Source: an optimization exercise on an open RTL-to-GDS flow (aim: small area, a short achievable clock period and few clock cycles per item). Production flows keep margins and buffers that such runs may drop.
In this exercise RTL edits were held to simulation tests only and were not proved equivalent to the original.

## oak
## mat_mul
module mat_mul #
    (
        parameter integer DIM_LOG = 2,
        parameter integer DIM = 2**DIM_LOG,
        parameter integer SIZE = DIM*DIM,
        parameter integer SIZE_LOG = 2*DIM_LOG,
        parameter integer DATA_WIDTH = 32
    )
    (
        input wire  s00_axi_aclk,
        input wire  s00_axi_aresetn,
        output wire  s00_axis_tready,
        input wire [DATA_WIDTH-1 : 0] s00_axis_tdata,
        input wire  s00_axis_tlast,
        input wire  s00_axis_tvalid,
        output wire  m00_axis_tvalid,
        output wire [DATA_WIDTH-1 : 0] m00_axis_tdata,
        output wire [(DATA_WIDTH/8)-1 : 0] m00_axis_tstrb,
        output wire  m00_axis_tlast,
        input wire  m00_axis_tready,
        input wire sel,
        input wire start
    );
    localparam [1:0] OP_OUT = 2'd0, OP_XI = 2'd1, OP_ETA = 2'd2;
    wire rst = !s00_axi_aresetn;
    reg [31:0] f_data0, f_data1;
    reg        f_sel0, f_sel1, f_last0, f_last1;
    reg [1:0]  f_cnt;
    reg        in_ready;
    assign s00_axis_tready = in_ready;
    wire push = s00_axis_tvalid && in_ready;
    reg [31:0] mem_A [0:15];
    reg [31:0] mem_B [0:15];
    reg [3:0]  wr_addr;
    reg        active;       
  ...
For scale: about 7500 cells after synthesis, about 2000 flip-flops, roughly 110000 um2 of cells after synthesis.
clock: 10.0 ns
lec_check: 0
cap_margin: 20
core_margin: 2
core_utilization: 40
place_density: 0.6
setup_slack_margin: 5
slew_margin: 20
run.sh (not shown) runs the stock make flow with config.mk's settings and CLKGATE_MAP_FILE= SYNTH_SCRIPT=/design/flow/synth_recipe.tcl, a recipe that flattens the netlist after the stock synthesis.
Testbench counts of oak, summed over its fixed seeds: cycles 6,504, jobs 192.
> inputs changed (oak -> pine)
diff --git a/flow/design.v b/flow/design.v
--- a/flow/design.v
+++ b/flow/design.v
@@ -39,18 +39,15 @@
     reg [3:0]  eta_dirty;    
     reg        o_v, o_l, k_v, k_l;    
     reg [31:0] r_out;
     reg [31:0] k_data;
     reg        v0, v1, v2;             
     reg [1:0]  t0_op, t1_op, t2_op;
-    reg [1:0]  t0_i, t1_i, t2_i;
-    reg [1:0]  t0_j, t1_j, t2_j;
     wire adv      = !k_v;
     wire any_dirty = (xi_dirty != 4'd0) || (eta_dirty != 4'd0);
-    wire hazard   = v0 && ((t0_op == OP_XI && t0_i == idx[3:2]) || (t0_op == OP_ETA && t0_j == idx[1:0]));
-    wire do_out   = adv && active && (idx != 4'd0 || !any_dirty) && !hazard;
+    wire do_out   = adv && active && (idx != 4'd0 || !any_dirty);
     wire do_aux   = adv && !do_out && any_dirty && (!active || idx == 4'd0);
     wire aux_xi   = xi_dirty != 4'd0;
     wire [1:0] xi_sel  = xi_dirty[0] ? 2'd0 : xi_dirty[1] ? 2'd1 : xi_dirty[2] ? 2'd2 : 2'd3;
     wire [1:0] eta_sel = eta_dirty[0] ? 2'd0 : eta_dirty[1] ? 2'd1 : eta_dirty[2] ? 2'd2 : 2'd3;
     wire a_safe = (wr_addr[3:2] < idx[3:2]) ||
                   (wr_addr[3:2] == idx[3:2] && (idx[1:0] != 2'd0 || do_out));
@@ -94,12 +91,14 @@
     always @(posedge s00_axi_aclk) begin
         if (wr_A)
             mem_A[wr_addr] <= f_data0;
         if (wr_B)
             mem_B[wr_addr] <= f_data0;
     end
+    reg [1:0]  t0_i, t1_i, t2_i;
+    reg [1:0]  t0_j, t1_j, t2_j;
     reg        l0, l1, l2;
     reg [31:0] a0, a1, a2, a3;         
     wire [1:0] iss_op = do_out ? OP_OUT : aux_xi ? OP_XI : OP_ETA;
     wire [1:0] iss_i  = do_out ? idx[3:2] : xi_sel;
     wire [1:0] iss_j  = do_out ? idx[1:0] : eta_sel;
     always @(posedge s00_axi_aclk) begin
@@ -1722,28 +1721,22 @@
   wire t2_955 = t2_894 ^ t2_895 ^ t2_835;
   wire t2_956 = (t2_894 & t2_895) | (t2_894 & t2_835) | (t2_895 & t2_835);
   wire t2_957 = t2_896 ^ t2_897 ^ t2_839;
   wire t2_958 = (t2_896 & t2_897) | (t2_896 & t2_839) | (t2_897 & t2_839);
   wire t2_959 = t2_898 ^ t2_899 ^ t2_843;
   wire t2_960 = (t2_898 & t2_899) | (t2_898 & t2_843) | (t2_899 & t2_843);
-    reg [31:0] xi0, xi1, xi2, xi3;
-    reg [31:0] eta0, eta1, eta2, eta3;
-    reg [31:0] c_xi, c_eta;
-    wire       is_out1 = (t1_op == OP_OUT);
     always @(posedge s00_axi_aclk) begin
         if (rst)
             v2 <= 1'b0;
         else if (adv)
             v2 <= v1;
         if (adv) begin
             t2_op <= t1_op;
             t2_i  <= t1_i;
             t2_j  <= t1_j;
             l2    <= l1;
-            c_xi  <= is_out1 ? ~((t1_i == 2'd0) ? xi0 : (t1_i == 2'd1) ? xi1 : (t1_i == 2'd2) ? xi2 : xi3) : 32'd0;
-            c_eta <= is_out1 ? ~((t1_j == 2'd0) ? eta0 : (t1_j == 2'd1) ? eta1 : (t1_j == 2'd2) ? eta2 : eta3) : 32'd0;
       s2_0_0[0] <= p0_pp0_0;
       s2_0_1[0] <= p0_ng0;
       s2_0_0[1] <= p0_pp0_1;
       s2_0_0[2] <= t2_421;
       s2_0_1[2] <= p0_ng1;
       s2_0_0[3] <= t2_422;
@@ -1868,13 +1861,19 @@
       s2_1_0[31] <= t2_958;
       s2_1_1[31] <= t2_959;
       s2_0_1[1] <= 1'b0;
       s2_1_1[1] <= 1'b0;
         end
     end
+    reg [31:0] xi0, xi1, xi2, xi3;
+    reg [31:0] eta0, eta1, eta2, eta3;
     wire        is_out = (t2_op == OP_OUT);
+    wire [31:0] xi_i   = (t2_i == 2'd0) ? xi0 : (t2_i == 2'd1) ? xi1 : (t2_i == 2'd2) ? xi2 : xi3;
+    wire [31:0] eta_j  = (t2_j == 2'd0) ? eta0 : (t2_j == 2'd1) ? eta1 : (t2_j == 2'd2) ? eta2 : eta3;
+    wire [31:0] c_xi   = is_out ? ~xi_i : 32'd0;
+    wire [31:0] c_eta  = is_out ? ~eta_j : 32'd0;
     wire        c_two  = is_out;
   wire t3_1 = c_xi[0] ^ c_eta[0] ^ s2_0_0[0];
   wire t3_2 = (c_xi[0] & c_eta[0]) | (c_xi[0] & s2_0_0[0]) | (c_eta[0] & s2_0_0[0]);
   wire t3_3 = c_xi[1] ^ c_eta[1] ^ c_two;
   wire t3_4 = (c_xi[1] & c_eta[1]) | (c_xi[1] & c_two) | (c_eta[1] & c_two);
   wire t3_5 = c_xi[2] ^ c_eta[2] ^ s2_0_0[2];
[summary]
- In pine, the clock tree buffer count of the final layout came out 18 above the value in oak.
- Changes observed in pine relative to oak: number of multi-input combinational cells in the layout did not really move, count of pins over their slew limit held steady, summed instance area of the synthesized netlist decreased by about 1.5% relative to the old numbers, first-iteration DRC count went down, worst path setup slack after routing shows a reduction of 980 ps.
- sky130_fd_sc_hd__fa_2 as the cell with the largest stage delay on the worst path was reported by pine, and sky130_fd_sc_hd__fa_1 by oak.
- Per the comparison of pine with oak, area of the core went down 4700 um2; area growth from synthesis to layout went up.
Testbench counts of pine, summed over its fixed seeds: cycles 6,504, jobs 192.

static timing again, ports no longer ideal:
Ports are ideal in the flow. The routed layouts listed here were re-timed in OpenROAD.
Step 1: set_driving_cell puts a clkbuf_16 on s00_axi_aclk and a buf_2 on each other input, an assumption about the parent block.
Step 2 moves the port delays by t, midway between the first and last clock arrival at a register: inputs arrive t later, outputs are due t later. That takes back most of the time a late clock gives input paths.
a / b / c = ideal / step 1 / step 2; a / b = the first two.
run | t, ns | slack for setup (ns) | clock arrival spread, ns | slew at the worst register clock pin (ns)
oak | 0.934 | 5.053 / 5.053 / 5.053 | 0.116 / 0.116 | 0.07 / 0.07
pine | 0.932 | 4.069 / 4.069 / 4.069 | 0.062 / 0.061 | 0.07 / 0.07
After both steps every run listed still meets setup and hold.
